Source: an optimization exercise on an open RTL-to-GDS flow (aim: small area and a short achievable clock period). Production flows keep margins and buffers that such runs may drop. Function was checked by simulation only, so behaviour that the tests miss may differ from the original. No activity file was given, so power comes from the tool's default toggle rates.

## flow/config.mk

```make
export PLATFORM = sky130hd
export DESIGN_NAME = Vcpu32Alu
export DESIGN_NICKNAME = Vcpu32Alu
export VERILOG_FILES = /design/flow/design.v
export SDC_FILE = /design/flow/constraint.sdc
export NUM_CORES = 4
export LEC_CHECK = 0
export CAP_MARGIN = 20
export CORE_MARGIN = 2
export CORE_UTILIZATION = 75
export CTS_BUF_LIST = sky130_fd_sc_hd__clkbuf_4 sky130_fd_sc_hd__clkbuf_8
export SETUP_SLACK_MARGIN = 3.0
export SLEW_MARGIN = 20
```

## flow/constraint.sdc

```tcl
create_clock -name core_clock -period 5.5 [get_ports {clk}]
set_input_delay 1.1000 -clock core_clock [delete_from_list [all_inputs] [get_ports {clk}]]
set_output_delay 1.1000 -clock core_clock [all_outputs]
set_load 0.01 [all_outputs]
```

## flow/design.v

```verilog
module Vcpu32Alu (
   input    wire          clk,
   input    wire[0:31]    a,
   input    wire[0:31]    b,
   input    wire[0:7]     ac,
   output   wire[0:31]    r,
   output   wire          c,
   output   wire          n,
   output   wire          z,
   output   wire          err
   );
   wire [31:0] A   = a;
   wire [31:0] B   = b;
   wire        cin = ac[0];
   wire        invB = ac[1];
   wire [1:0]  sh  = ac[3:4];
   wire [2:0]  op  = ac[5:7];
   wire isAdd = ( op == 3'd3 );
   wire selA  = ( op == 3'd1 );
   wire selB  = ( op == 3'd2 );
   wire selAnd = ( op == 3'd5 );
   wire selOr  = ( op == 3'd6 );
   wire selXor = ( op == 3'd7 );
   wire [31:0] tA = ( sh == 2'd0 ) ? A :
                    ( sh == 2'd1 ) ? { A[30:0], 1'b0 } :
                    ( sh == 2'd2 ) ? { A[29:0], 2'b00 } :
                                     { A[28:0], 3'b000 };
   wire [3:0]  fT = { selA | selB | selAnd | selOr,          
                      selA | isAdd | selOr | selXor,         
                      selB | isAdd | selOr | selXor,         
                      1'b0 };                                
   wire [3:0]  uT = invB ? { fT[2], fT[3], fT[0], fT[1] } : fT;
   wire        gP = isAdd & ~invB;                          
   wire        gN = isAdd & invB;                           
   wire [31:0] g  = tA & (( B & { 32 { gP }} ) | ( ~B & { 32 { gN }} ));
   wire        cinA = cin & isAdd;
   wire [31:0] tL = ( tA & B & { 32 { uT[3] }} ) | ( tA & ~B & { 32 { uT[2] }} ) | ( ~tA & B & { 32 { uT[1] }} ) |
                    ( ~tA & ~B & { 32 { uT[0] }} );
   wire [31:0] p  = tL;
   wire s1c0_g0_1 = g[1] | ( p[1] & g[0] );
   wire s1c0_p0_1 = p[1] & p[0];
   wire sum_0 = tL[0] ^ cinA;
   wire sum_1 = tL[1] ^ ( g[0] | ( p[0] & cinA ));
   wire gco_0 = ( s1c0_g0_1 | ( s1c0_p0_1 & cinA ));
   wire s1c1_g0_1 = g[3] | ( p[3] & g[2] );
   wire s1c1_p0_1 = p[3] & p[2];
   wire sum_2 = tL[2];
   wire sum_3 = tL[3] ^ g[2];
   wire gco_1 = s1c1_g0_1;
   wire s1c2_g0_1 = g[5] | ( p[5] & g[4] );
   wire s1c2_p0_1 = p[5] & p[4];
   wire sum_4 = tL[4];
   wire sum_5 = tL[5] ^ g[4];
   wire gco_2 = s1c2_g0_1;
   wire s1c3_g0_1 = g[7] | ( p[7] & g[6] );
   wire s1c3_p0_1 = p[7] & p[6];
   wire sum_6 = tL[6];
   wire sum_7 = tL[7] ^ g[6];
   wire gco_3 = s1c3_g0_1;
   wire s1c4_g0_1 = g[9] | ( p[9] & g[8] );
   wire s1c4_p0_1 = p[9] & p[8];
   wire sum_8 = tL[8];
   wire sum_9 = tL[9] ^ g[8];
   wire gco_4 = s1c4_g0_1;
   wire s1c5_g0_1 = g[11] | ( p[11] & g[10] );
   wire s1c5_p0_1 = p[11] & p[10];
   wire sum_10 = tL[10];
   wire sum_11 = tL[11] ^ g[10];
   wire gco_5 = s1c5_g0_1;
   wire s1c6_g0_1 = g[13] | ( p[13] & g[12] );
   wire s1c6_p0_1 = p[13] & p[12];
   wire sum_12 = tL[12];
   wire sum_13 = tL[13] ^ g[12];
   wire gco_6 = s1c6_g0_1;
   wire s1c7_g0_1 = g[15] | ( p[15] & g[14] );
   wire s1c7_p0_1 = p[15] & p[14];
   wire sum_14 = tL[14];
   wire sum_15 = tL[15] ^ g[14];
   wire gco_7 = s1c7_g0_1;
   wire s1c8_g0_1 = g[17] | ( p[17] & g[16] );
   wire s1c8_p0_1 = p[17] & p[16];
   wire sum_16 = tL[16];
   wire sum_17 = tL[17] ^ g[16];
   wire gco_8 = s1c8_g0_1;
   wire s1c9_g0_1 = g[19] | ( p[19] & g[18] );
   wire s1c9_p0_1 = p[19] & p[18];
   wire sum_18 = tL[18];
   wire sum_19 = tL[19] ^ g[18];
   wire gco_9 = s1c9_g0_1;
   wire s1c10_g0_1 = g[21] | ( p[21] & g[20] );
   wire s1c10_p0_1 = p[21] & p[20];
   wire sum_20 = tL[20];
   wire sum_21 = tL[21] ^ g[20];
   wire gco_10 = s1c10_g0_1;
   wire s1c11_g0_1 = g[23] | ( p[23] & g[22] );
   wire s1c11_p0_1 = p[23] & p[22];
   wire sum_22 = tL[22];
   wire sum_23 = tL[23] ^ g[22];
   wire gco_11 = s1c11_g0_1;
   wire s1c12_g0_1 = g[25] | ( p[25] & g[24] );
   wire s1c12_p0_1 = p[25] & p[24];
   wire sum_24 = tL[24];
   wire sum_25 = tL[25] ^ g[24];
   wire gco_12 = s1c12_g0_1;
   wire s1c13_g0_1 = g[27] | ( p[27] & g[26] );
   wire s1c13_p0_1 = p[27] & p[26];
   wire sum_26 = tL[26];
   wire sum_27 = tL[27] ^ g[26];
   wire gco_13 = s1c13_g0_1;
   wire s1c14_g0_1 = g[29] | ( p[29] & g[28] );
   wire s1c14_p0_1 = p[29] & p[28];
   wire sum_28 = tL[28];
   wire sum_29 = tL[29] ^ g[28];
   wire gco_14 = s1c14_g0_1;
   wire s1c15_g0_1 = g[31] | ( p[31] & g[30] );
   wire s1c15_p0_1 = p[31] & p[30];
   wire sum_30 = tL[30];
   wire sum_31 = tL[31] ^ g[30];
   wire gco_15 = s1c15_g0_1;
   wire [31:0] gSum = { sum_31, sum_30, sum_29, sum_28, sum_27, sum_26, sum_25, sum_24, sum_23, sum_22, sum_21, sum_20, sum_19, sum_18, sum_17, sum_16, sum_15, sum_14, sum_13, sum_12, sum_11, sum_10, sum_9, sum_8, sum_7, sum_6, sum_5, sum_4, sum_3, sum_2, sum_1, sum_0 };
   wire [15:0] gCo = { gco_15, gco_14, gco_13, gco_12, gco_11, gco_10, gco_9, gco_8, gco_7, gco_6, gco_5, gco_4, gco_3, gco_2, gco_1, gco_0 };
   reg [31:0]   s1X;
   reg [15:0]   s1G;
   reg          s1Inv;
   always @( posedge clk ) begin
      s1X   <= gSum;
      s1G   <= gCo;
      s1Inv <= ac[2];
   end
   wire gP_0 = &s1X[1:0];
   wire gP_1 = &s1X[3:2];
   wire gP_2 = &s1X[5:4];
   wire gP_3 = &s1X[7:6];
   wire gP_4 = &s1X[9:8];
   wire gP_5 = &s1X[11:10];
   wire gP_6 = &s1X[13:12];
   wire gP_7 = &s1X[15:14];
   wire gP_8 = &s1X[17:16];
   wire gP_9 = &s1X[19:18];
   wire gP_10 = &s1X[21:20];
   wire gP_11 = &s1X[23:22];
   wire gP_12 = &s1X[25:24];
   wire gP_13 = &s1X[27:26];
   wire gP_14 = &s1X[29:28];
   wire gP_15 = &s1X[31:30];
   wire s2c_g0_1 = s1G[1] | ( gP_1 & s1G[0] );
   wire s2c_p0_1 = gP_1 & gP_0;
   wire s2c_g0_3 = s1G[3] | ( gP_3 & s1G[2] );
   wire s2c_p0_3 = gP_3 & gP_2;
   wire s2c_g0_5 = s1G[5] | ( gP_5 & s1G[4] );
   wire s2c_p0_5 = gP_5 & gP_4;
   wire s2c_g0_7 = s1G[7] | ( gP_7 & s1G[6] );
   wire s2c_p0_7 = gP_7 & gP_6;
   wire s2c_g0_9 = s1G[9] | ( gP_9 & s1G[8] );
   wire s2c_p0_9 = gP_9 & gP_8;
   wire s2c_g0_11 = s1G[11] | ( gP_11 & s1G[10] );
   wire s2c_p0_11 = gP_11 & gP_10;
   wire s2c_g0_13 = s1G[13] | ( gP_13 & s1G[12] );
   wire s2c_p0_13 = gP_13 & gP_12;
   wire s2c_g0_15 = s1G[15] | ( gP_15 & s1G[14] );
   wire s2c_p0_15 = gP_15 & gP_14;
   wire s2c_g1_2 = s1G[2] | ( gP_2 & s2c_g0_1 );
   wire s2c_p1_2 = gP_2 & s2c_p0_1;
   wire s2c_g1_3 = s2c_g0_3 | ( s2c_p0_3 & s2c_g0_1 );
   wire s2c_p1_3 = s2c_p0_3 & s2c_p0_1;
   wire s2c_g1_6 = s1G[6] | ( gP_6 & s2c_g0_5 );
   wire s2c_p1_6 = gP_6 & s2c_p0_5;
   wire s2c_g1_7 = s2c_g0_7 | ( s2c_p0_7 & s2c_g0_5 );
   wire s2c_p1_7 = s2c_p0_7 & s2c_p0_5;
   wire s2c_g1_10 = s1G[10] | ( gP_10 & s2c_g0_9 );
   wire s2c_p1_10 = gP_10 & s2c_p0_9;
   wire s2c_g1_11 = s2c_g0_11 | ( s2c_p0_11 & s2c_g0_9 );
   wire s2c_p1_11 = s2c_p0_11 & s2c_p0_9;
   wire s2c_g1_14 = s1G[14] | ( gP_14 & s2c_g0_13 );
   wire s2c_p1_14 = gP_14 & s2c_p0_13;
   wire s2c_g1_15 = s2c_g0_15 | ( s2c_p0_15 & s2c_g0_13 );
   wire s2c_p1_15 = s2c_p0_15 & s2c_p0_13;
   wire s2c_g2_4 = s1G[4] | ( gP_4 & s2c_g1_3 );
   wire s2c_p2_4 = gP_4 & s2c_p1_3;
   wire s2c_g2_5 = s2c_g0_5 | ( s2c_p0_5 & s2c_g1_3 );
   wire s2c_p2_5 = s2c_p0_5 & s2c_p1_3;
   wire s2c_g2_6 = s2c_g1_6 | ( s2c_p1_6 & s2c_g1_3 );
   wire s2c_p2_6 = s2c_p1_6 & s2c_p1_3;
   wire s2c_g2_7 = s2c_g1_7 | ( s2c_p1_7 & s2c_g1_3 );
   wire s2c_p2_7 = s2c_p1_7 & s2c_p1_3;
   wire s2c_g2_12 = s1G[12] | ( gP_12 & s2c_g1_11 );
   wire s2c_p2_12 = gP_12 & s2c_p1_11;
   wire s2c_g2_13 = s2c_g0_13 | ( s2c_p0_13 & s2c_g1_11 );
   wire s2c_p2_13 = s2c_p0_13 & s2c_p1_11;
   wire s2c_g2_14 = s2c_g1_14 | ( s2c_p1_14 & s2c_g1_11 );
   wire s2c_p2_14 = s2c_p1_14 & s2c_p1_11;
   wire s2c_g2_15 = s2c_g1_15 | ( s2c_p1_15 & s2c_g1_11 );
   wire s2c_p2_15 = s2c_p1_15 & s2c_p1_11;
   wire s2c_g3_8 = s1G[8] | ( gP_8 & s2c_g2_7 );
   wire s2c_p3_8 = gP_8 & s2c_p2_7;
   wire s2c_g3_9 = s2c_g0_9 | ( s2c_p0_9 & s2c_g2_7 );
   wire s2c_p3_9 = s2c_p0_9 & s2c_p2_7;
   wire s2c_g3_10 = s2c_g1_10 | ( s2c_p1_10 & s2c_g2_7 );
   wire s2c_p3_10 = s2c_p1_10 & s2c_p2_7;
   wire s2c_g3_11 = s2c_g1_11 | ( s2c_p1_11 & s2c_g2_7 );
   wire s2c_p3_11 = s2c_p1_11 & s2c_p2_7;
   wire s2c_g3_12 = s2c_g2_12 | ( s2c_p2_12 & s2c_g2_7 );
   wire s2c_p3_12 = s2c_p2_12 & s2c_p2_7;
   wire s2c_g3_13 = s2c_g2_13 | ( s2c_p2_13 & s2c_g2_7 );
   wire s2c_p3_13 = s2c_p2_13 & s2c_p2_7;
   wire s2c_g3_14 = s2c_g2_14 | ( s2c_p2_14 & s2c_g2_7 );
   wire s2c_p3_14 = s2c_p2_14 & s2c_p2_7;
   wire s2c_g3_15 = s2c_g2_15 | ( s2c_p2_15 & s2c_g2_7 );
   wire s2c_p3_15 = s2c_p2_15 & s2c_p2_7;
   wire rs_0 = s1X[0];
   wire rs_1 = s1X[1];
   wire rs_2 = s1X[2] ^ ( s1G[0] );
   wire rs_3 = s1X[3] ^ ( s1G[0] & ( &s1X[2:2] ) );
   wire rs_4 = s1X[4] ^ ( s2c_g0_1 );
   wire rs_5 = s1X[5] ^ ( s2c_g0_1 & ( &s1X[4:4] ) );
   wire rs_6 = s1X[6] ^ ( s2c_g1_2 );
   wire rs_7 = s1X[7] ^ ( s2c_g1_2 & ( &s1X[6:6] ) );
   wire rs_8 = s1X[8] ^ ( s2c_g1_3 );
   wire rs_9 = s1X[9] ^ ( s2c_g1_3 & ( &s1X[8:8] ) );
   wire rs_10 = s1X[10] ^ ( s2c_g2_4 );
   wire rs_11 = s1X[11] ^ ( s2c_g2_4 & ( &s1X[10:10] ) );
   wire rs_12 = s1X[12] ^ ( s2c_g2_5 );
   wire rs_13 = s1X[13] ^ ( s2c_g2_5 & ( &s1X[12:12] ) );
   wire rs_14 = s1X[14] ^ ( s2c_g2_6 );
   wire rs_15 = s1X[15] ^ ( s2c_g2_6 & ( &s1X[14:14] ) );
   wire rs_16 = s1X[16] ^ ( s2c_g2_7 );
   wire rs_17 = s1X[17] ^ ( s2c_g2_7 & ( &s1X[16:16] ) );
   wire rs_18 = s1X[18] ^ ( s2c_g3_8 );
   wire rs_19 = s1X[19] ^ ( s2c_g3_8 & ( &s1X[18:18] ) );
   wire rs_20 = s1X[20] ^ ( s2c_g3_9 );
   wire rs_21 = s1X[21] ^ ( s2c_g3_9 & ( &s1X[20:20] ) );
   wire rs_22 = s1X[22] ^ ( s2c_g3_10 );
   wire rs_23 = s1X[23] ^ ( s2c_g3_10 & ( &s1X[22:22] ) );
   wire rs_24 = s1X[24] ^ ( s2c_g3_11 );
   wire rs_25 = s1X[25] ^ ( s2c_g3_11 & ( &s1X[24:24] ) );
   wire rs_26 = s1X[26] ^ ( s2c_g3_12 );
   wire rs_27 = s1X[27] ^ ( s2c_g3_12 & ( &s1X[26:26] ) );
   wire rs_28 = s1X[28] ^ ( s2c_g3_13 );
   wire rs_29 = s1X[29] ^ ( s2c_g3_13 & ( &s1X[28:28] ) );
   wire rs_30 = s1X[30] ^ ( s2c_g3_14 );
   wire rs_31 = s1X[31] ^ ( s2c_g3_14 & ( &s1X[30:30] ) );
   wire [31:0] rSum = { rs_31, rs_30, rs_29, rs_28, rs_27, rs_26, rs_25, rs_24, rs_23, rs_22, rs_21, rs_20, rs_19, rs_18, rs_17, rs_16, rs_15, rs_14, rs_13, rs_12, rs_11, rs_10, rs_9, rs_8, rs_7, rs_6, rs_5, rs_4, rs_3, rs_2, rs_1, rs_0 };
   wire rCo = s2c_g3_15;
   reg [31:0] s2R;
   reg        s2C;
   always @( posedge clk ) begin
      s2R <= rSum ^ { 32 { s1Inv }};
      s2C <= rCo;
   end
   assign r   = s2R;
   assign c   = s2C;
   assign n   = s2R[31];
   assign z   = ( s2R == 32'd0 );
   assign err = 1'b0;
endmodule
```

## flow/flow/run.sh

```bash
#!/bin/bash
# Layout flow: the standard layout (standard.sh: the standard synthesis script and ORFS steps), with
# two changes:
#  - each input and output port is buffered with a plain sky130_fd_sc_hd__buf_1 (PORT_BUF) rather than
#    the delay buffer that buffer_ports picks by default;
#  - the 4-input multiplexer cells (slow select inputs) are added to the platform's don't-use list
#    (EXTRA_DONT_USE), so synthesis builds the A pre-shift from 2-input multiplexers.
# The whole make output goes to standard_flow.log in the work folder; ORFS's per-step logs are
# under orfs/logs/.
set -euo pipefail
cd "$(dirname "${BASH_SOURCE[0]}")/.."
PORT_BUF=sky130_fd_sc_hd__buf_1
EXTRA_DONT_USE="sky130_fd_sc_hd__mux4_1 sky130_fd_sc_hd__mux4_2 sky130_fd_sc_hd__mux4_4"
export BUFFER_PORTS_ARGS="-buffer_cell ${PORT_BUF}"
# the platform's own don't-use list, as ORFS's make computes it
PLATFORM_DONT_USE=$(make -s -C "$FLOW_HOME" DESIGN_CONFIG="$PWD/config.mk" WORK_HOME="$PWD/orfs" \
  print-DONT_USE_CELLS 2> dont_use_probe.log | sed -n 's/^DONT_USE_CELLS: *//p')
echo "platform don't-use: $PLATFORM_DONT_USE" > dont_use.log
[[ -n "$PLATFORM_DONT_USE" ]]
bash standard.sh "DONT_USE_CELLS=${PLATFORM_DONT_USE} ${EXTRA_DONT_USE}" finish > standard_flow.log 2>&1
```

## flow/standard.sh

```bash
#!/bin/bash
# synth_recipe.tcl (not shown) runs the flow's synth.tcl, then flattens the netlist and writes it again
# the make line also repeats each setting of config.mk as NAME=value (left out here)
make -C /OpenROAD-flow-scripts/flow DESIGN_CONFIG=/design/flow/config.mk WORK_HOME=/design/flow/orfs CLKGATE_MAP_FILE= SYNTH_SCRIPT=/design/flow/synth_recipe.tcl "${@:-finish}"
```

==> run_results.csv, run 1 <==
group,metric,value,unit
worst_setup_path,timing.rr.end,"s2R[21]$_DFF_P_",
synth,synth_cell_types,45,
synth,synth-async-reset-ratio,0,
hold_path,hold_depth,1,
clocking,cts_tree,"yes",
drt,drt-initial-drc-count,166,
clocking,ctsHtreeMaxLevel,3,
drt,via_per_inst,6.14,
synth,ys_warn_count,1,
synth,yosysSeqAreaShare,0.333,
global_route,grt_pass1_vias,3966,
placed_design,placed_cells,661,
worst_setup_path,crit_path_max_fanout,2,
synth,synth_top_area_share,0.333,
timing,finalSetupViolCount,0,
clocking,clkSlewWorstSetupHoldPaths,0.08,ns
clocking,post-cts-setup-buffers,0,
floorplanning,start_util,0.777,
global_route,grt_overflow,0,
synth,synth_fp_nets,611,
power,peakVddDrop,0.000327,V
layout,synthToLayoutAreaGrowth,13.8,%
worst_setup_path,start_kind,"flip-flop",
timing,fmaxAchievable,381,MHz
worst_setup_path,r2r_start,"s1G[2]$_DFF_P_",
worst_setup_path,path_depth,4,
drt,ant_nets,0,
clocking,insertion_delay,0.36,ns
timing,rsz0062_at_grt,"yes",
synth,syn-cell-area,4930,um2
floorplanning,die_w,85.1,um
drt,vias,4159,
timing,fin_crit_sh,0.477,
placed_design,hpwl,8050,um
synth,yosysTopAreaCell,"dfxtp_1",
timing,hold_viol,0,
synth,yosys_most_used_dff,"dfxtp_1",
placed_design,io_buffers,107,
global_route,grt_pass1_wl,19300,um
worst_setup_path,cp-startpoint,"s2R[24]$_DFF_P_",
timing,max_slew_margin,0.606,
hold_path,whs_endpoint,"s2R[0]$_DFF_P_",
drt,drt_wl_total,11800,um
timing,skew,0.0150,ns
hold_path,hp-start,"s1X[0]$_DFF_P_",
floorplanning,coreArea,6350,um2
worst_setup_path,crit_arrival,1.52,ns
global_route,grt_max_degree,38,
timing,holdWs,0.465,ns
synth,synth_edf_count,0,
floorplanning,die_area,7240,um2
layout,fin_cells,677,
floorplanning,top_level_ports,109,
timing,maxSlewViolCount,0,
worst_setup_path,crit_path_top_delay_cell,"dfxtp_1",
power,p_total,1750,uW
timing,fin_tns_setup,0,ns
worst_setup_path,critPathBufInv,1,
worst_setup_path,critical_path_required,4.40,ns
worst_setup_path,critPathTopFamily,"simple AND/OR/NAND/NOR gates",
global_route,grt.total_usage,0.332,
clocking,root_buffer,"clkbuf_8",
synth,ys_seq_elements,82,
hold_path,hold_class,"flip-flop to flip-flop",
drt,wire_per_inst,17.5,um
clocking,numCtsBuffers,9,
layout,drive_gt1_frac,0.0733,
power,leakage,0.00245,uW
worst_setup_path,endpoint_kind,"output port",
floorplanning,fp.dieH,85.1,um
run,max-cap-violations,0,
placed_design,place_congestion,0.859,
synth,avgSynthCellArea,9.75,um2
timing,fin_crit,2.62,ns
drt,drtPass1Iterations,6,
drt,drc_errors,0,
layout,stdcell_area,5610,um2
outcome,status,"no timing/DRC/antenna violations",
worst_setup_path,cpPeakStageDelay,0.33,ns
floorplanning,num_rows,29,
worst_setup_path,worst-r2r-cell-count,9,
synth,synth_top_cells_by_count,"mux2i_1 (87), dfxtp_1 (82), xnor2_1 (62), nand3_1 (33), ha_1 (32)",
global_route,antenna_found_initial,0,
worst_setup_path,crit_chain,"nor4_2 -> nand4_1 -> nor2_1 -> buf_2",
worst_setup_path,r2r_slack,3.30,ns
clocking,clock-sinks,82,
power,power_density,311,nW/um2
timing,worst_slew_pin_slew,0.591,ns
worst_setup_path,critical_path_class,"flip-flop to output port",
placed_design,postPlaceCellArea,5290,um2
synth,synth_cells,506,
clocking,cts.path.max_buffers,2,
synth,synth_area_leaders,"dfxtp_1 (33%), mux2i_1 (18%), xnor2_1 (11%)",
synth,yosysMostFrequentCell,"mux2i_1",
layout,antenna_cells,0,
layout,fin_nets,700,
==> placed cells by master, fill, tap and decap left out, drive strengths merged, types with 16 or more instances in the layout <==
| cell type | n |
|---|---|
| a21o | 17 |
| buf | 108 |
| dfxtp | 82 |
| ha | 32 |
| mux2i | 87 |
| nand3 | 33 |
| nor2 | 26 |
| nor3b | 16 |
| o21ai | 37 |
| xnor2 | 62 |
| xor2 | 18 |
==> flip-flops by register name, indices dropped and copies added (netlist names) <==
| register | flops |
|---|---|
| s2C | 1 |
| s1G | 16 |
| s2R | 32 |
| s1X | 32 |
| s1Inv | 1 |
==> through the flow <==
step	util	setup WS, ns
detailed placement	0.833	2.25
CTS	0.880	2.87
finish	0.884	2.88
floorplan	-	2.98
global route	0.884	2.81
global placement	0.833	2.33
==> where the power goes <==
group | switching [uW] | total [uW] | internal [uW]
Clock | 220 | 522 | 301
Combinational | 249 | 436 | 187
Sequential | 89.5 | 789 | 699
Total | 559 | 1750 | 1190
==> cell type report <==
cell class | count | area [um2]
clock inverters | 7 | 116
inverters | 5 | 18.8
fillers | 330 | 737
multi-input cells | 387 | 3170
clock buffers | 9 | 124
flip-flops and latches | 82 | 1640
repair buffers | 110 | 447
well taps | 77 | 96.3
==> worst register-to-register path: cells and delay by family, from the launching register on <==
kind | cells | cell delay, ns
xor+xnor | 2 | 0.40
flops | 1 | 0.35
simple gates | 1 | 0.29
compound gates | 4 | 0.81
fa+ha+maj | 1 | 0.20
buf+inv | 1 | 0.07
==> logic make-up (layout without fill, tap and decap cells) <==
family,Yosys count,count (layout),share of synthesized area
mux,90,90,0.183
buf+inv,37,131,0.0376
xor+xnor,80,80,0.142
simple gates,104,104,0.113
fa+ha+maj,32,32,0.0812
flops,82,82,0.333
compound gates,80,80,0.109
other cells,1,1,0.000760
==> per-layer routing <==
metal | GRT usage | vias up | wire length (um)
met5 | 0 | - | 0
met4 | 0.0664 | 0 | 135
met3 | 0.0516 | 15 | 945
met2 | 0.553 | 229 | 5540
met1 | 0.461 | 1931 | 5210
li1 | - | 1984 | -
==> what timing repair did <==
action	CTS	global route
hold endpoints to repair	0	0
pin swaps	3	0
hold buffers	0	0
resized for setup	13	6
endpoints found under the setup margin	38	24
==> how the worst max path moves through the flow <==
stage                 endpoint  slack (ns)
3_3_place_gp   s1G[15]$_DFF_P_        2.33
2_1_floorplan  s1G[13]$_DFF_P_        2.98
4_1_cts                      z        2.87
6_report                     z        2.88
5_1_grt                      z        2.81
3_5_place_dp   s1G[15]$_DFF_P_        2.25
==> run 2, diff against run 1 <==
--- a/flow/config.mk
+++ b/flow/config.mk
@@ -7,7 +7,7 @@
 export LEC_CHECK = 0
 export CAP_MARGIN = 20
 export CORE_MARGIN = 2
-export CORE_UTILIZATION = 75
+export CORE_UTILIZATION = 60
 export CTS_BUF_LIST = sky130_fd_sc_hd__clkbuf_4 sky130_fd_sc_hd__clkbuf_8
-export SETUP_SLACK_MARGIN = 3.0
+export SETUP_SLACK_MARGIN = 3.1
 export SLEW_MARGIN = 20
==> run_results.csv, run 2 <==
group,metric,value,unit
outcome,status,"no timing/DRC/antenna violations",
clocking,clkSlewWorstSetupHoldPaths,0.09,ns
power,power_density,288,nW/um2
layout,reg_top3,"s1X (32), s2R (32), s1G (16)",
clocking,clock-sinks,82,
drt,drtPass1Iterations,5,
hold_path,hold_class,"flip-flop to flip-flop",
layout,layout_commonest_cell,"buf_1",
clocking,ctsHtreeMaxLevel,3,
worst_setup_path,r2r_start,"s1X[11]$_DFF_P_",
worst_setup_path,timing.rr.end,"s2R[20]$_DFF_P_",
layout,seqCellArea,1650,um2
synth,syn-cell-area,4930,um2
layout,synthToLayoutAreaGrowth,15.5,%
timing,hold_viol,0,
global_route,grt_pass1_vias,3503,
synth,yosysTopAreaCell,"dfxtp_1",
drt,via_per_inst,5.52,
floorplanning,start_util,0.609,
timing,fin_tns_setup,0,ns
timing,finalSetupViolCount,0,
synth,synth_edf_count,0,
floorplanning,fp.dieH,94.7,um
synth,ys_warn_count,1,
synth,synth_fp_nets,611,
timing,skew,0.0105,ns
power,leakage,0.00240,uW
floorplanning,die_w,94.7,um
timing,setup_ws,3.08,ns
placed_design,hpwl,7960,um
timing,fin_crit,2.42,ns
drt,wire_per_inst,15.3,um
synth,synth-async-reset-ratio,0,
run,max-cap-violations,0,
worst_setup_path,endpoint,"z",
floorplanning,num_rows,33,
floorplanning,die_area,8960,um2
synth,synth_cells,506,
layout,layout_common_cells,"buf_1 (103), dfxtp_1 (79), mux2i_1 (75), xnor2_1 (62), nand3_1 (33)",
clocking,numCtsBuffers,9,
worst_setup_path,critical_path_class,"flip-flop to output port",
synth,yosysSeqAreaShare,0.333,
timing,fmaxAchievable,413,MHz
layout,antenna_cells,0,
timing,maxSlewViolCount,0,
drt,ant_nets,0,
drt,drt-initial-drc-count,169,
drt,drc_errors,0,
power,peakVddDrop,0.000121,V
worst_setup_path,r2r_slack,3.42,ns
timing,fin_crit_sh,0.440,
synth,yosys_most_used_dff,"dfxtp_1",
drt,drt_wl_total,10800,um
worst_setup_path,endpoint_kind,"output port",
global_route,antenna_found_initial,0,
timing,rsz0062_at_grt,"yes",
placed_design,pre_cts_slack,2.22,ns
placed_design,place_congestion,0.818,
clocking,root_buffer,"clkbuf_8",
floorplanning,top_level_ports,109,
worst_setup_path,start_kind,"flip-flop",
global_route,grt.total_usage,0.238,
layout,fillers,652,
worst_setup_path,cp-startpoint,"s2R[30]$_DFF_P_",
worst_setup_path,critical_path_required,4.40,ns
clocking,cts_tree,"yes",
synth,synth_area_leaders,"dfxtp_1 (33%), mux2i_1 (18%), xnor2_1 (11%)",
global_route,grt_max_degree,38,
timing,max_slew_margin,0.436,
synth,yosysMostFrequentCell,"mux2i_1",
global_route,grt_pass1_wl,16600,um
worst_setup_path,crit_path_max_fanout,2,
synth,synth_top_area_share,0.333,
synth,synth_top_cells_by_count,"mux2i_1 (87), dfxtp_1 (82), xnor2_1 (62), nand3_1 (33), ha_1 (32)",
synth,ys_seq_elements,82,
timing,worst_slew_pin_slew,0.845,ns
synth,avgSynthCellArea,9.75,um2
clocking,insertion_delay,0.34,ns
layout,drive_gt1_frac,0.107,
worst_setup_path,crit_arrival,1.32,ns
layout,fin_nets,701,
global_route,grt_overflow,0,
synth,synth_cell_types,45,
placed_design,io_buffers,107,
clocking,cts.path.max_buffers,2,
floorplanning,coreArea,8090,um2
layout,multi_input_area,3240,um2
clocking,cts_hold_buf,0,
drt,vias,3892,
worst_setup_path,worst-r2r-cell-count,8,
[run 2: timing repair]
action,CTS,global route
pin swaps,4,1
gates cloned,0,1
gates resized for setup,15,8
endpoints found under the setup margin,49,14
setup buffers,0,1
[run 2: cells by family (layout without fill, tap and decap cells)]
family / after synthesis / count (layout) / share of synthesized area
AND/OR/NAND/NOR: 104 / 104 / 0.113
multiplexers: 90 / 91 / 0.183
flip-flops: 82 / 82 / 0.333
AO/OA/AOI/OAI: 80 / 80 / 0.109
XOR/XNOR: 80 / 80 / 0.142
buffers and inverters: 37 / 130 / 0.0376
adder cells (fa/ha/maj): 32 / 32 / 0.0812
other: 1 / 1 / 0.000760
[run 2: routing by layer]
layer	up-vias	GRT usage	wire [um]
met3	8	0.0359	588
met5	-	0	0
met4	0	0.0616	114
met2	130	0.352	4470
met1	1768	0.359	5620
li1	1986	-	-
[run 2: worst min-delay path by stage]
stage / startpoint / cells past startpoint / slack, ns / to
final: s1X[15]$_DFF_P_ / 1 / 0.47 / s2R[15]$_DFF_P_
after global routing: s1X[0]$_DFF_P_ / 1 / 0.49 / s2R[0]$_DFF_P_
after CTS: s1X[15]$_DFF_P_ / 1 / 0.47 / s2R[15]$_DFF_P_
after detailed placement: s1X[3]$_DFF_P_ / 1 / 0.45 / s2R[3]$_DFF_P_
after global placement: s1X[3]$_DFF_P_ / 1 / 0.45 / s2R[3]$_DFF_P_
after floorplan: s1G[15]$_DFF_P_ / 1 / 0.39 / s2C$_DFF_P_
[run 2: area by class of cell]
cell class              count  area share
well taps                 105      0.0231
inverters                   5     0.00330
clock inverters             6      0.0119
clock buffers               9      0.0217
repair buffers            110      0.0819
multi-input cells         388       0.569
flip-flops and latches     82       0.289
[run 2: critical path, stage by stage, from the launching register on]
cell and delay, ns:
dfxtp_2 0.34, nor4_4 0.27, nand4_1 0.14, nor2_1 0.10, buf_2 0.13
[run 2: through the flow]
| step | instance area [um2] | hold WS, ns | cells | util | total power, uW |
|---|---|---|---|---|---|
| after detailed placement | 5380 | 0.452 | 688 | 0.665 | 1200 |
| after CTS | 5640 | 0.473 | 703 | 0.697 | 1640 |
| final | 5700 | 0.473 | 705 | 0.704 | 1640 |
| after global routing | 5700 | 0.491 | 705 | 0.704 | 1730 |
| after floorplan | 5020 | 0.390 | 506 | - | 1080 |
| after global placement | 5380 | 0.454 | 688 | 0.665 | 1190 |
[run 2: report_power, final]
part           switching (uW)  internal [uW]
clock                     212            209
sequential               84.8            699
combinational             239            194
total                     536           1100
==> run 3, diff against run 2 <==
--- a/flow/config.mk
+++ b/flow/config.mk
@@ -9,5 +9,6 @@
 export CORE_MARGIN = 2
 export CORE_UTILIZATION = 60
 export CTS_BUF_LIST = sky130_fd_sc_hd__clkbuf_4 sky130_fd_sc_hd__clkbuf_8
-export SETUP_SLACK_MARGIN = 3.1
+export PLACE_DENSITY = 0.75
+export SETUP_SLACK_MARGIN = 3.0
 export SLEW_MARGIN = 20
==> run_results.csv, run 3 <==
group,metric,value,unit
outcome,status,"no timing/DRC/antenna violations",
global_route,busiest_layer,"met2",
placed_design,hpwl,8020,um
placed_design,place_congestion,0.777,
floorplanning,num_rows,33,
synth,ys_seq_elements,82,
global_route,antenna_found_initial,0,
floorplanning,die_w,94.7,um
layout,drive_gt1_frac,0.0683,
clocking,cts.path.max_buffers,2,
floorplanning,die_area,8960,um2
placed_design,postPlaceCellArea,5320,um2
global_route,grt_use_met1,0.349,
layout,layout_common_cells,"buf_1 (103), mux2i_1 (87), dfxtp_1 (81), xnor2_1 (62), nand3_1 (33)",
worst_setup_path,crit_path_max_fanout,2,
worst_setup_path,critical_path_required,4.40,ns
synth,synth_top_area_share,0.333,
drt,wire_per_inst,15.0,um
drt,drt_wl_total,10600,um
floorplanning,fp.dieH,94.7,um
timing,worst_slew_pin_slew,0.579,ns
synth,yosysMostFrequentCell,"mux2i_1",
synth,synth_fp_nets,611,
clocking,numCtsBuffers,9,
drt,vias,3914,
worst_setup_path,crit_arrival,1.35,ns
clocking,cts_hold_buf,0,
floorplanning,top_level_ports,109,
timing,finalSetupViolCount,0,
power,peakVddDrop,0.000165,V
synth,ys_warn_count,1,
floorplanning,coreArea,8090,um2
worst_setup_path,start_kind,"flip-flop",
layout,stdcell_area,5620,um2
layout,reg_top3,"s1X (32), s2R (32), s1G (16)",
clocking,root_buffer,"clkbuf_8",
layout,synthToLayoutAreaGrowth,13.9,%
clocking,post-cts-setup-buffers,0,
timing,fmaxAchievable,408,MHz
synth,synth_top_cells_by_count,"mux2i_1 (87), dfxtp_1 (82), xnor2_1 (62), nand3_1 (33), ha_1 (32)",
layout,antenna_cells,0,
timing,fin_tns_setup,0,ns
synth,yosysSeqAreaShare,0.333,
power,power_density,298,nW/um2
synth,yosysTopAreaCell,"dfxtp_1",
clocking,insertion_delay,0.35,ns
global_route,grt_overflow,0,
synth,synth-async-reset-ratio,0,
placed_design,io_buffers,107,
global_route,use_met2,0.379,
drt,via_per_inst,5.55,
timing,fin_crit,2.45,ns
synth,synth_cell_types,45,
drt,drc_errors,0,
clocking,clock-sinks,82,
clocking,clkSlewWorstSetupHoldPaths,0.08,ns
synth,synth_cells,506,
global_route,grt_pass1_vias,3624,
clocking,ctsHtreeMaxLevel,3,
clocking,cts_tree,"yes",
timing,fin_crit_sh,0.446,
synth,synth_edf_count,0,
drt,ant_nets,0,
worst_setup_path,critical_path_class,"flip-flop to output port",
floorplanning,start_util,0.609,
synth,synth_area_leaders,"dfxtp_1 (33%), mux2i_1 (18%), xnor2_1 (11%)",
run,max-cap-violations,0,
timing,maxSlewViolCount,0,
global_route,grt_pass1_wl,17100,um
timing,skew,0.0125,ns
timing,max_slew_margin,0.614,
timing,hold_viol,0,
synth,yosys_most_used_dff,"dfxtp_1",
global_route,grt.total_usage,0.242,
layout,fin_nets,700,
power,leakage,0.00245,uW
drt,drtPass1Iterations,4,
hold_path,hold_class,"flip-flop to flip-flop",
layout,layout_commonest_cell,"buf_1",
drt,drt-initial-drc-count,173,
synth,avgSynthCellArea,9.75,um2
worst_setup_path,endpoint_kind,"output port",
global_route,use_met3,0.0263,
synth,syn-cell-area,4930,um2
global_route,grt_max_degree,38,
timing,rsz0062_at_grt,"yes",
[run 3: routing by layer]
layer  wire (um)  vias to the layer above
met5           0                        -
met4         129                        0
met3         583                       12
met2        4610                      150
met1        5280                     1763
li1            -                     1989
[run 3: area by class of cell]
type	count	area, um2
clock inverters	5	78.8
flip-flops and latches	82	1640
clock buffers	11	139
repair buffers	110	443
fillers	653	2480
multi-input cells	387	3160
inverters	5	18.8
well taps	105	131
[run 3: worst max-delay path, cell delays in order, from the launching register on]
cell     delay (ns)
dfxtp_1        0.32
nor4_1         0.30
nand4_1        0.16
nor2_1         0.10
buf_2          0.13
[run 3: cell families after synthesis]
family                   Yosys count  synth area share
AO/OA/AOI/OAI                     80             0.109
XOR/XNOR                          80             0.142
adder cells (fa/ha/maj)           32            0.0812
buffers and inverters             37            0.0376
flip-flops                        82             0.333
multiplexers                      90             0.183
other                              1          0.000760
AND/OR/NAND/NOR                  104             0.113
[run 3: path summary, 6_finish.rpt]
kind                   start               to  slack [ns]  cells past startpoint
min reg2reg  s1X[23]$_DFF_P_  s2R[23]$_DFF_P_        0.49                      1
min          s1X[23]$_DFF_P_  s2R[23]$_DFF_P_        0.49                      1
max          s2R[16]$_DFF_P_                z        3.05                      4
max reg2reg   s1X[3]$_DFF_P_  s2R[20]$_DFF_P_        3.42                      8
[run 3: repair_timing]
action	in CTS	in global routing
setup endpoints to repair	47	8
resized for setup	13	3
pin swaps	3	0
[run 3: power by group]
group	switching (uW)	internal (uW)	leakage, uW
Sequential	80.2	699	0.000685
Combinational	239	186	0.00165
Clock	205	265	0.000114
Total	524	1150	0.00245
[run 3: metrics by stage]
stage / total power [uW] / util / cells / hold slack, ns / setup WS, ns
5_1_grt: 1760 / 0.694 / 705 / 0.491 / 2.96
3_3_place_gp: 1180 / 0.658 / 689 / 0.450 / 2.30
2_1_floorplan: 1070 / - / 506 / 0.390 / 2.98
6_report: 1670 / 0.694 / 705 / 0.487 / 3.05
4_1_cts: 1680 / 0.692 / 705 / 0.477 / 3.01
3_5_place_dp: 1200 / 0.658 / 689 / 0.450 / 2.20
==> run 4, diff against run 3 <==
--- a/flow/config.mk
+++ b/flow/config.mk
@@ -9,6 +9,7 @@
 export CORE_MARGIN = 2
 export CORE_UTILIZATION = 60
 export CTS_BUF_LIST = sky130_fd_sc_hd__clkbuf_4 sky130_fd_sc_hd__clkbuf_8
-export PLACE_DENSITY = 0.75
+export CTS_CLUSTER_DIAMETER = 80
+export CTS_CLUSTER_SIZE = 30
 export SETUP_SLACK_MARGIN = 3.0
 export SLEW_MARGIN = 20
==> run_results.csv, run 4 <==
group,metric,value,unit
layout,fin_nets,699,
power,peakVddDrop,0.000142,V
layout,layout_common_cells,"buf_1 (103), mux2i_1 (87), dfxtp_1 (80), xnor2_1 (62), nand3_1 (33)",
global_route,antenna_found_initial,0,
outcome,status,"no timing/DRC/antenna violations",
clocking,numCtsBuffers,9,
floorplanning,start_util,0.609,
power,leakage,0.00244,uW
layout,fillers,660,
clocking,clock-sinks,82,
timing,fin_crit_sh,0.444,
power,power_density,299,nW/um2
worst_setup_path,critical_path_required,4.40,ns
layout,drive_gt1_frac,0.0686,
power,p_sw_frac,0.311,
synth,yosysSeqAreaShare,0.333,
floorplanning,coreArea,8090,um2
synth,synth_top_area_share,0.333,
timing,fin_tns_setup,0,ns
clocking,clkSlewWorstSetupHoldPaths,0.07,ns
worst_setup_path,start_kind,"flip-flop",
timing,holdWs,0.469,ns
floorplanning,num_rows,33,
layout,antenna_cells,0,
drt,ant_nets,0,
synth,yosysTopAreaCell,"dfxtp_1",
synth,syn-cell-area,4930,um2
run,max-cap-violations,0,
floorplanning,top_level_ports,109,
global_route,grt_pass1_wl,16600,um
worst_setup_path,crit_chain,"nor4_1 -> nand4_1 -> nor2_1 -> buf_2",
synth,ys_warn_count,1,
global_route,grt_overflow,0,
power,power_frac_comb,0.248,
worst_setup_path,crit_path_max_fanout,2,
power,p_int,1160,uW
layout,layout_commonest_cell,"buf_1",
drt,drtPass1Iterations,4,
drt,drt_wl_total,10300,um
timing,worst_slew_pin_slew,0.870,ns
global_route,grt_max_degree,38,
synth,synth_cells,506,
drt,drt-initial-drc-count,187,
synth,synth_edf_count,0,
power,pwr-share-clk,0.285,
synth,ys_seq_elements,82,
drt,drc_errors,0,
synth,yosysMostFrequentCell,"mux2i_1",
layout,reg_top3,"s1X (32), s2R (32), s1G (16)",
drt,wire_per_inst,14.7,um
global_route,grt.total_usage,0.238,
synth,synth_fp_nets,611,
clocking,cts_hold_buf,0,
timing,rsz0062_at_grt,"yes",
placed_design,hpwl,7830,um
synth,avgSynthCellArea,9.75,um2
clocking,root_buffer,"clkbuf_8",
placed_design,place_congestion,0.797,
power,p_switching,521,uW
timing,fin_crit,2.44,ns
drt,vias,3916,
worst_setup_path,crit_arrival,1.34,ns
clocking,insertion_delay,0.35,ns
power,p_seq_frac,0.467,
floorplanning,die_area,8960,um2
synth,synth_cell_types,45,
timing,hold_viol,0,
timing,max_slew_margin,0.420,
timing,skew,0.00987,ns
hold_path,hold_class,"flip-flop to flip-flop",
timing,maxSlewViolCount,0,
clocking,cts.path.max_buffers,2,
synth,synth_area_leaders,"dfxtp_1 (33%), mux2i_1 (18%), xnor2_1 (11%)",
global_route,grt_pass1_vias,3478,
clocking,ctsHtreeMaxLevel,3,
floorplanning,die_w,94.7,um
worst_setup_path,cpPeakStageDelay,0.31,ns
clocking,cts_tree,"yes",
worst_setup_path,crit_path_top_delay_cell,"dfxtp_1",
worst_setup_path,endpoint_kind,"output port",
floorplanning,fp.dieH,94.7,um
drt,via_per_inst,5.57,
synth,yosys_most_used_dff,"dfxtp_1",
placed_design,io_buffers,107,
synth,synth_top_cells_by_count,"mux2i_1 (87), dfxtp_1 (82), xnor2_1 (62), nand3_1 (33), ha_1 (32)",
layout,synthToLayoutAreaGrowth,13.8,%
synth,synth-async-reset-ratio,0,
worst_setup_path,critical_path_class,"flip-flop to output port",
timing,fmaxAchievable,409,MHz
timing,finalSetupViolCount,0,
-- run 4: cell counts after synthesis --
No cell type changed its count.
-- run 4: timing repair --
item | in CTS | in global routing
resized for setup | 11 | 5
setup endpoints to repair | 43 | 12
endpoints found under the hold margin | 0 | 0
pin swaps | 3 | 0
setup buffers | 0 | 0
-- run 4: final cells by class --
type	instances	area, um2	share of cell area
Multi-Input combinational cell	387	3160	0.563
Sequential cell	82	1640	0.293
Timing Repair Buffer	109	435	0.0776
Clock buffer	11	145	0.0259
Tap cell	105	131	0.0234
Clock inverter	4	76.3	0.0136
Inverter	5	18.8	0.00334
-- run 4: critical path: cells and delay by family (launching register included) --
kind                   cells  cell delay (ns)
AND/OR/NAND/NOR            3             0.55
buffers and inverters      1             0.13
flip-flops                 1             0.31
-- run 4: path summary, 6_finish.rpt --
kind	start	to	slack (ns)	depth (start not counted)
worst min-delay path	s1X[0]$_DFF_P_	s2R[0]$_DFF_P_	0.47	1
worst min register to register	s1X[0]$_DFF_P_	s2R[0]$_DFF_P_	0.47	1
worst max register to register	s1X[3]$_DFF_P_	s2R[26]$_DFF_P_	3.38	7
worst max-delay path	s2R[16]$_DFF_P_	z	3.06	4
-- run 4: cell families (layout without fill, tap and decap cells) --
family | after synthesis | in the layout | share of synthesized area
buf+inv | 37 | 129 | 0.0376
other cells | 1 | 1 | 0.000760
compound gates | 80 | 80 | 0.109
flops | 82 | 82 | 0.333
simple gates | 104 | 104 | 0.113
mux | 90 | 90 | 0.183
fa+ha+maj | 32 | 32 | 0.0812
xor+xnor | 80 | 80 | 0.142
-- run 4: layer usage --
metal  up-vias  part of all wire  track usage
met5         -                 0            0
met4         0            0.0062       0.0652
met3         5             0.053       0.0335
met2       134              0.41        0.349
met1      1785              0.54        0.363
li1       1992                 -            -
-- run 4: power groups by stage --
stage                     Clock [uW]  Combinational (uW)  Sequential [uW]
final                            478                 416              783
after floorplan                    0                 269              797
after CTS                        487                 413              779
after global placement             0                 400              783
after global routing             513                 463              795
after detailed placement           0                 406              789
-- run 4: per-stage QoR --
| step | std cells | instance area [um2] | power (uW) | setup WS (ns) | util |
|---|---|---|---|---|---|
| 2_1_floorplan | 506 | 4930 | 1070 | 2.98 | - |
| 3_3_place_gp | 688 | 5320 | 1180 | 2.29 | 0.657 |
| 3_5_place_dp | 688 | 5320 | 1190 | 2.23 | 0.657 |
| 4_1_cts | 703 | 5590 | 1680 | 3.01 | 0.690 |
| 5_1_grt | 703 | 5610 | 1770 | 2.94 | 0.693 |
| 6_report | 703 | 5610 | 1680 | 3.06 | 0.693 |
==> run 5, diff against run 4 <==
--- a/flow/config.mk
+++ b/flow/config.mk
@@ -9,7 +9,5 @@
 export CORE_MARGIN = 2
 export CORE_UTILIZATION = 60
 export CTS_BUF_LIST = sky130_fd_sc_hd__clkbuf_4 sky130_fd_sc_hd__clkbuf_8
-export CTS_CLUSTER_DIAMETER = 80
-export CTS_CLUSTER_SIZE = 30
 export SETUP_SLACK_MARGIN = 3.0
 export SLEW_MARGIN = 20
==> run_results.csv, run 5 <==
group,metric,value,unit
outcome,status,"no timing/DRC/antenna violations",
worst_setup_path,timing.rr.end,"s2R[26]$_DFF_P_",
synth,avgSynthCellArea,9.75,um2
floorplanning,coreArea,8090,um2
synth,synth_cells,506,
synth,ys_warn_count,1,
power,p_total,1680,uW
floorplanning,die_w,94.7,um
floorplanning,die_area,8960,um2
clocking,root_buffer,"clkbuf_8",
drt,via_per_inst,5.57,
layout,fin_cells,703,
global_route,grt_overflow,0,
run,max-cap-violations,0,
floorplanning,num_rows,33,
layout,antenna_cells,0,
synth,yosysSeqAreaShare,0.333,
power,p_int,1160,uW
worst_setup_path,critical_path_class,"flip-flop to output port",
placed_design,placed_cells,688,
synth,yosysTopAreaCell,"dfxtp_1",
clocking,clock-sinks,82,
placed_design,io_buffers,107,
worst_setup_path,endpoint_kind,"output port",
synth,synth_cell_types,45,
power,p_seq_frac,0.467,
clocking,ctsHtreeMaxLevel,3,
drt,wire_per_inst,14.7,um
synth,yosysMostFrequentCell,"mux2i_1",
global_route,antenna_found_initial,0,
clocking,cts.path.max_buffers,2,
hold_path,hold_class,"flip-flop to flip-flop",
clocking,insertion_delay,0.35,ns
timing,fin_tns_setup,0,ns
timing,fin_crit_sh,0.444,
synth,synth_fp_nets,611,
placed_design,hpwl,7830,um
timing,skew,0.00987,ns
global_route,grt_pass1_vias,3478,
drt,drt_wl_total,10300,um
layout,fin_nets,699,
layout,layout_commonest_cell,"buf_1",
clocking,post-cts-setup-buffers,0,
floorplanning,fp.dieH,94.7,um
clocking,numCtsBuffers,9,
synth,synth_top_cells_by_count,"mux2i_1 (87), dfxtp_1 (82), xnor2_1 (62), nand3_1 (33), ha_1 (32)",
synth,synth_top_area_share,0.333,
power,peakVddDrop,0.000142,V
timing,holdWs,0.469,ns
drt,drc_errors,0,
layout,finish.utilization,0.693,
timing,max_slew_margin,0.420,
power,p_switching,521,uW
worst_setup_path,r2r_start,"s1X[3]$_DFF_P_",
hold_path,whs_endpoint,"s2R[0]$_DFF_P_",
synth,synth_area_leaders,"dfxtp_1 (33%), mux2i_1 (18%), xnor2_1 (11%)",
worst_setup_path,cpPeakStageDelay,0.31,ns
synth,yosys_most_used_dff,"dfxtp_1",
timing,finalSetupViolCount,0,
hold_path,hold_depth,1,
layout,layout_common_cells,"buf_1 (103), mux2i_1 (87), dfxtp_1 (80), xnor2_1 (62), nand3_1 (33)",
timing,worst_slew_pin_slew,0.870,ns
worst_setup_path,r2r_slack,3.38,ns
worst_setup_path,crit_path_top_delay_cell,"dfxtp_1",
power,leakage,0.00244,uW
placed_design,place_congestion,0.797,
synth,synth_edf_count,0,
timing,maxSlewViolCount,0,
worst_setup_path,start_kind,"flip-flop",
timing,fmaxAchievable,409,MHz
synth,synth-async-reset-ratio,0,
power,p_sw_frac,0.311,
layout,reg_top3,"s1X (32), s2R (32), s1G (16)",
layout,synthToLayoutAreaGrowth,13.8,%
clocking,clkSlewWorstSetupHoldPaths,0.07,ns
worst_setup_path,crit_arrival,1.34,ns
worst_setup_path,crit_path_max_fanout,2,
global_route,grt_max_degree,38,
power,power_frac_comb,0.248,
drt,vias,3916,
power,power_density,299,nW/um2
timing,fin_crit,2.44,ns
layout,drive_gt1_frac,0.0686,
global_route,grt_pass1_wl,16600,um
worst_setup_path,crit_chain,"nor4_1 -> nand4_1 -> nor2_1 -> buf_2",
drt,drt-initial-drc-count,187,
floorplanning,start_util,0.609,
hold_path,hp-start,"s1X[0]$_DFF_P_",
timing,hold_viol,0,
drt,ant_nets,0,
power,pwr-share-clk,0.285,
clocking,cts_tree,"yes",
synth,syn-cell-area,4930,um2
timing,rsz0062_at_grt,"yes",
floorplanning,top_level_ports,109,
global_route,grt.total_usage,0.238,
drt,drtPass1Iterations,4,
synth,ys_seq_elements,82,
worst_setup_path,worst-r2r-cell-count,7,
worst_setup_path,critical_path_required,4.40,ns
-- run 5: how the worst max path moves through the flow --
stage               depth (start not counted)               to  slack [ns]            start
floorplan                                   7  s1G[13]$_DFF_P_        2.98            ac[3]
global placement                            8  s1G[14]$_DFF_P_        2.29            ac[4]
detailed placement                          8   s1X[1]$_DFF_P_        2.23            ac[6]
CTS                                         4                z        3.01  s2R[24]$_DFF_P_
global route                                4                z        2.94  s2R[24]$_DFF_P_
finish                                      4                z        3.06  s2R[16]$_DFF_P_
-- run 5: layout make-up --
cell class	count	area (um2)
clock inverters	4	76.3
repair buffers	109	435
well taps	105	131
clock buffers	11	145
inverters	5	18.8
flip-flops and latches	82	1640
multi-input cells	387	3160
fillers	660	2480
-- run 5: per-stage QoR --
stage / instance area [um2] / setup WS [ns]
final: 5610 / 3.06
after global routing: 5610 / 2.94
after CTS: 5590 / 3.01
after detailed placement: 5320 / 2.23
after global placement: 5320 / 2.29
after floorplan: 4930 / 2.98
-- run 5: per-layer routing --
metal / routed length [um] / up-vias / track usage / share of wire
li1: - / 1992 / - / -
met1: 5540 / 1785 / 0.363 / 0.54
met2: 4200 / 134 / 0.349 / 0.41
met3: 545 / 5 / 0.0335 / 0.053
met4: 64 / 0 / 0.0652 / 0.0062
met5: 0 / - / 0 / 0
-- run 5: worst max-delay path: cells and delay by family, from the launching register on --
family	cells	cell delay (ns)
buf+inv	1	0.13
simple gates	3	0.55
flops	1	0.31
-- run 5: cells by family (layout without fill, tap and decap cells) --
family	Yosys count	after routing	synth area share
AOI/OAI and AO/OA	80	80	0.109
DFF	82	82	0.333
adders and majority gates	32	32	0.0812
xor gates and xnor gates	80	80	0.142
muxes	90	90	0.183
other	1	1	0.000760
buffers and inverters	37	129	0.0376
and+or+nand+nor	104	104	0.113
-- run 5: repair_timing --
| action | CTS | global route |
|---|---|---|
| pin swaps | 3 | 0 |
| hold buffers | 0 | 0 |
| setup endpoints to repair | 43 | 12 |
| resized for setup | 11 | 5 |
-- run 5: power groups by stage --
stage	Combinational, uW	Sequential (uW)	Clock (uW)
after global routing	463	795	513
after CTS	413	779	487
after detailed placement	406	789	0
final	416	783	478
after global placement	400	783	0
after floorplan	269	797	0
==> run 6, diff against run 5 <==
--- a/flow/config.mk
+++ b/flow/config.mk
@@ -9,5 +9,6 @@
 export CORE_MARGIN = 2
 export CORE_UTILIZATION = 60
 export CTS_BUF_LIST = sky130_fd_sc_hd__clkbuf_4 sky130_fd_sc_hd__clkbuf_8
+export GPL_TIMING_DRIVEN = 0
 export SETUP_SLACK_MARGIN = 3.0
 export SLEW_MARGIN = 20
==> run_results.csv, run 6 <==
group,metric,value,unit
synth,synth_area_leaders,"dfxtp_1 (33%), mux2i_1 (18%), xnor2_1 (11%)",
synth,syn-cell-area,4930,um2
worst_setup_path,critical_path_class,"flip-flop to output port",
synth,synth_cell_types,45,
synth,muxShareOfSynthArea,0.183,
power,power_density,301,nW/um2
synth,synth_edf_count,0,
global_route,grt_max_degree,15,
worst_setup_path,start_kind,"flip-flop",
layout,multi_input_area,3150,um2
layout,layout_commonest_cell,"buf_1",
worst_setup_path,endpoint_kind,"output port",
synth,synth_top_family_by_area,"multiplexers",
global_route,grt_pass1_vias,3707,
hold_path,hold_class,"flip-flop to flip-flop",
timing,finalSetupViolCount,0,
timing,max_slew_margin,0.594,
outcome,status,"no timing/DRC/antenna violations",
worst_setup_path,crit_arrival,1.33,ns
drt,wire_per_inst,15.5,um
synth,synth-async-reset-ratio,0,
drt,drtPass1Iterations,4,
clocking,insertion_delay,0.36,ns
timing,fmaxAchievable,411,MHz
synth,synth_top_cells_by_count,"mux2i_1 (87), dfxtp_1 (82), xnor2_1 (62), nand3_1 (33), ha_1 (32)",
synth,synth-adder-area-share,0.0812,
floorplanning,die_w,94.7,um
clocking,numCtsBuffers,9,
synth,synth_fp_nets,611,
worst_setup_path,critical_path_required,4.40,ns
floorplanning,num_rows,33,
drt,drc_errors,0,
layout,fin_nets,726,
worst_setup_path,crit_path_max_fanout,2,
synth,synth_compound_area_frac,0.109,
floorplanning,top_level_ports,109,
timing,worst_slew_pin_slew,0.609,ns
synth,synth_cells,506,
timing,rsz0062_at_grt,"yes",
clocking,cts.path.max_buffers,2,
layout,antenna_cells,0,
global_route,antenna_found_initial,0,
power,leakage,0.00251,uW
drt,drt_wl_total,11300,um
layout,synthToLayoutAreaGrowth,16.7,%
power,peakVddDrop,0.000136,V
drt,drt-initial-drc-count,179,
synth,ys_seq_elements,82,
timing,hold_viol,0,
synth,synth_top_area_share,0.333,
timing,fin_crit,2.43,ns
timing,maxSlewViolCount,0,
clocking,clkSlewWorstSetupHoldPaths,0.08,ns
drt,ant_nets,0,
clocking,post-cts-setup-buffers,0,
placed_design,place_congestion,0.867,
clocking,root_buffer,"clkbuf_8",
layout,reg_top3,"s1X (32), s2R (32), s1G (16)",
global_route,grt_overflow,0,
synth,ys_warn_count,1,
timing,skew,0.0114,ns
floorplanning,die_area,8960,um2
layout,fillers,679,
layout,drive_gt1_frac,0.0974,
clocking,ctsHtreeMaxLevel,3,
synth,avgSynthCellArea,9.75,um2
synth,synthSimpleGateAreaFrac,0.113,
clocking,clock-sinks,82,
run,max-cap-violations,0,
layout,seqCellArea,1640,um2
synth,yosysTopAreaCell,"dfxtp_1",
floorplanning,start_util,0.609,
drt,via_per_inst,5.49,
layout,layout_common_cells,"buf_1 (103), mux2i_1 (83), dfxtp_1 (81), xnor2_1 (62), nand3_1 (33)",
drt,vias,4014,
placed_design,io_buffers,104,
synth,synth-xor-area-share,0.142,
global_route,grt_pass1_wl,17900,um
floorplanning,coreArea,8090,um2
synth,yosys_most_used_dff,"dfxtp_1",
power,p_total,1730,uW
synth,yosysSeqAreaShare,0.333,
timing,fin_crit_sh,0.442,
synth,yosysMostFrequentCell,"mux2i_1",
placed_design,hpwl,9230,um
timing,fin_tns_setup,0,ns
global_route,grt.total_usage,0.262,
clocking,cts_tree,"yes",
floorplanning,fp.dieH,94.7,um
run 6: metal layers:
metal / GRT usage / part of all wire / vias to the layer above
li1: - / - / 2038
met5: 0 / 0 / -
met2: 0.414 / 0.44 / 139
met4: 0.103 / 0.017 / 0
met3: 0.0407 / 0.057 / 16
met1: 0.360 / 0.49 / 1821
run 6: cells by family (layout without fill, tap and decap cells):
kind of cell | Yosys count | count (layout)
xor gates and xnor gates | 80 | 80
DFF | 82 | 82
buffers and inverters | 37 | 157
adders and majority gates | 32 | 32
muxes | 90 | 90
other | 1 | 1
and+or+nand+nor | 104 | 104
AOI/OAI and AO/OA | 80 | 80
run 6: critical path, cell delays in order (launching register included):
cell	delay [ns]
dfxtp_1	0.31
nor4_1	0.29
nand4_1	0.16
nor2_1	0.10
buf_2	0.13
run 6: what timing repair did:
action / in CTS / in global routing
hold endpoints to repair: 0 / 0
gates resized for setup: 2 / 19
hold buffers: 0 / 0
setup endpoints to repair: 2 / 19
pin swaps: 0 / 3
run 6: where the power goes:
part           switching, uW  leakage, uW  internal [uW]  total (uW)
clock network            206     0.000117            308         513
logic                    248      0.00171            194         442
registers               76.4     0.000685            699         775
total                    530      0.00251           1200        1730
run 6: area by class of cell:
type / instances / share of cell area
sequential: 82 / 0.285
multi-input combinational: 387 / 0.548
clock inverter: 6 / 0.0198
tap: 105 / 0.0228
inverter: 5 / 0.00326
timing repair buffer: 104 / 0.0680
buffer: 32 / 0.0300
clock buffer: 10 / 0.0228
run 6: path summary, 6_finish.rpt:
path                    from               to  slack [ns]  depth (start not counted)
max          s2R[16]$_DFF_P_                z        3.07                          4
max reg2reg  s1X[10]$_DFF_P_  s2R[21]$_DFF_P_        3.42                          9
min          s1G[15]$_DFF_P_      s2C$_DFF_P_        0.42                          1
min reg2reg  s1G[15]$_DFF_P_      s2C$_DFF_P_        0.42                          1
run 6: per-stage QoR:
stage | instances | cell area, um2 | setup slack [ns] | hold WS [ns] | utilization
finish | 731 | 5760 | 3.07 | 0.419 | 0.711
global placement | 715 | 5450 | 2.59 | 0.398 | 0.674
floorplan | 506 | 4930 | 2.98 | 0.390 | -
detailed placement | 715 | 5450 | 2.55 | 0.406 | 0.674
global route | 731 | 5760 | 2.95 | 0.434 | 0.711
CTS | 731 | 5710 | 2.93 | 0.425 | 0.705
==> run 7, diff against run 6 <==
--- a/flow/config.mk
+++ b/flow/config.mk
@@ -6,9 +6,9 @@
 export NUM_CORES = 4
 export LEC_CHECK = 0
 export CAP_MARGIN = 20
+export CORE_ASPECT_RATIO = 0.6
 export CORE_MARGIN = 2
 export CORE_UTILIZATION = 60
 export CTS_BUF_LIST = sky130_fd_sc_hd__clkbuf_4 sky130_fd_sc_hd__clkbuf_8
-export GPL_TIMING_DRIVEN = 0
 export SETUP_SLACK_MARGIN = 3.0
 export SLEW_MARGIN = 20
==> run_results.csv, run 7 <==
group,metric,value,unit
global_route,grt.total_usage,0.255,
worst_setup_path,cp-startpoint,"s2R[22]$_DFF_P_",
drt,drt_wl_total,11000,um
layout,drive_gt1_frac,0.0765,
drt,ant_nets,0,
worst_setup_path,r2r_slack,3.42,ns
layout,layout_common_cells,"buf_1 (103), mux2i_1 (87), dfxtp_1 (79), xnor2_1 (62), nand3_1 (33)",
worst_setup_path,start_kind,"flip-flop",
floorplanning,top_level_ports,109,
timing,fin_crit_sh,0.452,
global_route,grt_pass1_wl,17900,um
synth,synth_area_leaders,"dfxtp_1 (33%), mux2i_1 (18%), xnor2_1 (11%)",
placed_design,postPlaceCellArea,5340,um2
synth,yosysSeqAreaShare,0.333,
timing,setup_ws,3.02,ns
placed_design,place_congestion,0.811,
synth,ys_seq_elements,82,
worst_setup_path,critical_path_required,4.40,ns
worst_setup_path,endpoint_kind,"output port",
hold_path,hold_class,"flip-flop to flip-flop",
layout,stdcell_area,5690,um2
synth,synth_top_cells_by_count,"mux2i_1 (87), dfxtp_1 (82), xnor2_1 (62), nand3_1 (33), ha_1 (32)",
power,leakage,0.00247,uW
clocking,cts_tree,"yes",
timing,fin_tns_setup,0,ns
timing,hold_viol,0,
drt,drtPass1Iterations,4,
layout,synthToLayoutAreaGrowth,15.3,%
worst_setup_path,critical_path_class,"flip-flop to output port",
clocking,cts_hold_buf,0,
run,max-cap-violations,0,
layout,fin_nets,701,
drt,drt-initial-drc-count,182,
timing,skew,0.00672,ns
timing,maxSlewViolCount,0,
synth,synth_fp_nets,611,
worst_setup_path,r2r_start,"s1G[2]$_DFF_P_",
worst_setup_path,worst-r2r-cell-count,8,
worst_setup_path,crit_arrival,1.38,ns
floorplanning,die_w,121,um
clocking,ctsHtreeMaxLevel,3,
synth,synth_cell_types,45,
synth,syn-cell-area,4930,um2
placed_design,hpwl,8360,um
synth,synth_edf_count,0,
layout,reg_top3,"s1X (32), s2R (32), s1G (16)",
clocking,root_buffer,"clkbuf_8",
synth,synth-async-reset-ratio,0,
clocking,insertion_delay,0.34,ns
power,peakVddDrop,0.000218,V
global_route,grt_max_degree,38,
global_route,grt_overflow,0,
layout,finish.utilization,0.719,
layout,antenna_cells,0,
worst_setup_path,timing.rr.end,"s2R[20]$_DFF_P_",
placed_design,pre_cts_slack,2.23,ns
synth,yosysTopAreaCell,"dfxtp_1",
placed_design,io_buffers,107,
drt,via_per_inst,5.49,
synth,yosys_most_used_dff,"dfxtp_1",
timing,worst_slew_pin_slew,0.894,ns
worst_setup_path,endpoint,"z",
power,p_total,1730,uW
synth,ys_warn_count,1,
clocking,cts.path.max_buffers,2,
timing,fin_crit,2.48,ns
outcome,status,"no timing/DRC/antenna violations",
global_route,antenna_found_initial,0,
power,power_density,304,nW/um2
drt,drc_errors,0,
floorplanning,num_rows,25,
drt,vias,3894,
floorplanning,coreArea,7910,um2
drt,wire_per_inst,15.5,um
layout,layout_commonest_cell,"buf_1",
synth,avgSynthCellArea,9.75,um2
floorplanning,fp.dieH,74.2,um
floorplanning,start_util,0.623,
timing,rsz0062_at_grt,"yes",
floorplanning,die_area,8980,um2
synth,synth_top_area_share,0.333,
synth,synth_cells,506,
clocking,clkSlewWorstSetupHoldPaths,0.08,ns
clocking,clock-sinks,82,
timing,fmaxAchievable,402,MHz
global_route,grt_pass1_vias,3909,
clocking,numCtsBuffers,9,
synth,yosysMostFrequentCell,"mux2i_1",
timing,finalSetupViolCount,0,
timing,max_slew_margin,0.404,
worst_setup_path,crit_path_max_fanout,2,
-- run 7: cell types whose count changed in the layout (fill, tap and decap cells not counted), moves of 2 or more --
cell / before / now
buf_2: 12 / 1
buf_4: 5 / 2
buf_8: 0 / 2
clkbuf_1: 10 / 0
clkbuf_2: 4 / 1
clkbuf_8: 9 / 11
clkinv_2: 0 / 2
clkinvlp_4: 2 / 0
dfxtp_1: 81 / 79
dfxtp_2: 1 / 3
mux2i_1: 83 / 87
mux2i_2: 4 / 0
-- run 7: layout make-up --
| type | count | area (um2) |
|---|---|---|
| clock inverter | 5 | 100 |
| clock buffer | 11 | 151 |
| timing repair buffer | 111 | 460 |
| sequential | 82 | 1650 |
| multi-input combinational | 387 | 3180 |
| tap | 108 | 135 |
| inverter | 5 | 18.8 |
| fill | 616 | 2230 |
-- run 7: worst min path at each step --
stage	start	end	slack, ns	cells after the start
2_1_floorplan	s1G[15]$_DFF_P_	s2C$_DFF_P_	0.39	1
3_3_place_gp	s1G[15]$_DFF_P_	s2C$_DFF_P_	0.42	1
3_5_place_dp	s1G[15]$_DFF_P_	s2C$_DFF_P_	0.42	1
4_1_cts	s1G[15]$_DFF_P_	s2C$_DFF_P_	0.44	1
5_1_grt	s1G[15]$_DFF_P_	s2C$_DFF_P_	0.45	1
6_report	s1G[15]$_DFF_P_	s2C$_DFF_P_	0.43	1
-- run 7: cells by family (layout without fill, tap and decap cells) --
group | count (synthesis) | after routing | share of synthesized area
XOR/XNOR | 80 | 80 | 0.142
adder cells (fa/ha/maj) | 32 | 32 | 0.0812
flip-flops | 82 | 82 | 0.333
multiplexers | 90 | 90 | 0.183
other | 1 | 1 | 0.000760
AND/OR/NAND/NOR | 104 | 104 | 0.113
AO/OA/AOI/OAI | 80 | 80 | 0.109
buffers and inverters | 37 | 132 | 0.0376
-- run 7: repair_timing --
item / in CTS / in global routing
setup endpoints to repair: 41 / 17
cloned: 0 / 0
gates resized for setup: 16 / 5
pin swaps: 4 / 1
setup buffers: 0 / 0
-- run 7: where the power goes --
group	total, uW	leakage [uW]	internal, uW	switching [uW]
Clock	522	0.000129	325	197
Sequential	788	0.000685	700	88.1
Combinational	419	0.00166	188	232
-- run 7: through the flow --
stage / hold slack (ns) / cells
2_1_floorplan: 0.390 / 506
3_3_place_gp: 0.422 / 693
3_5_place_dp: 0.418 / 693
4_1_cts: 0.436 / 709
5_1_grt: 0.454 / 709
6_report: 0.432 / 709
-- run 7: routing by layer --
| layer | global-route usage | share of wire |
|---|---|---|
| met5 | 0 | 0 |
| met2 | 0.496 | 0.52 |
| met4 | 0.0465 | 0.0064 |
| met1 | 0.294 | 0.43 |
| met3 | 0.0583 | 0.044 |
-- run 7: worst max-delay path, cell delays in order, from the launching register on --
cell and delay, ns:
dfxtp_2 0.34, nor4_4 0.28, nand4_1 0.18, nor2_1 0.11, buf_2 0.13

-- separate check: timing with driven ports --
The flow's constraints put no driver on any port. The routed layouts listed below were extracted and timed again, unchanged, in two steps. Step 1 assumes that a clkbuf_16 drives the clock port and a buf_2 every other input. Step 2, shift: input delay + t, output delay - t, t = (earliest + latest rising clock arrival at the registers) / 2. This alone moves slack from input paths to output paths. Slacks: no drivers / after step 1 / after step 2; pairs: no drivers / after step 1.
run	t, ns	setup slack, ns	worst register clock-pin slew, ns
run 1	0.378	2.877 / 2.848 / 2.734	0.09 / 0.09
run 2	0.369	3.079 / 3.046 / 2.850	0.09 / 0.09
run 3	0.369	3.049 / 3.020 / 2.720	0.08 / 0.08
run 4	0.368	3.058 / 3.034 / 2.731	0.08 / 0.08
run 5	0.368	3.058 / 3.034 / 2.731	0.08 / 0.08
run 6	0.382	3.070 / 3.039 / 2.717	0.08 / 0.08
run 7	0.366	3.015 / 2.986 / 2.709	0.08 / 0.08
After both steps every run listed still meets setup and hold. The setup slack of run 6, which loses most, moves by -0.031 ns with the drivers and by -0.353 ns with both steps.
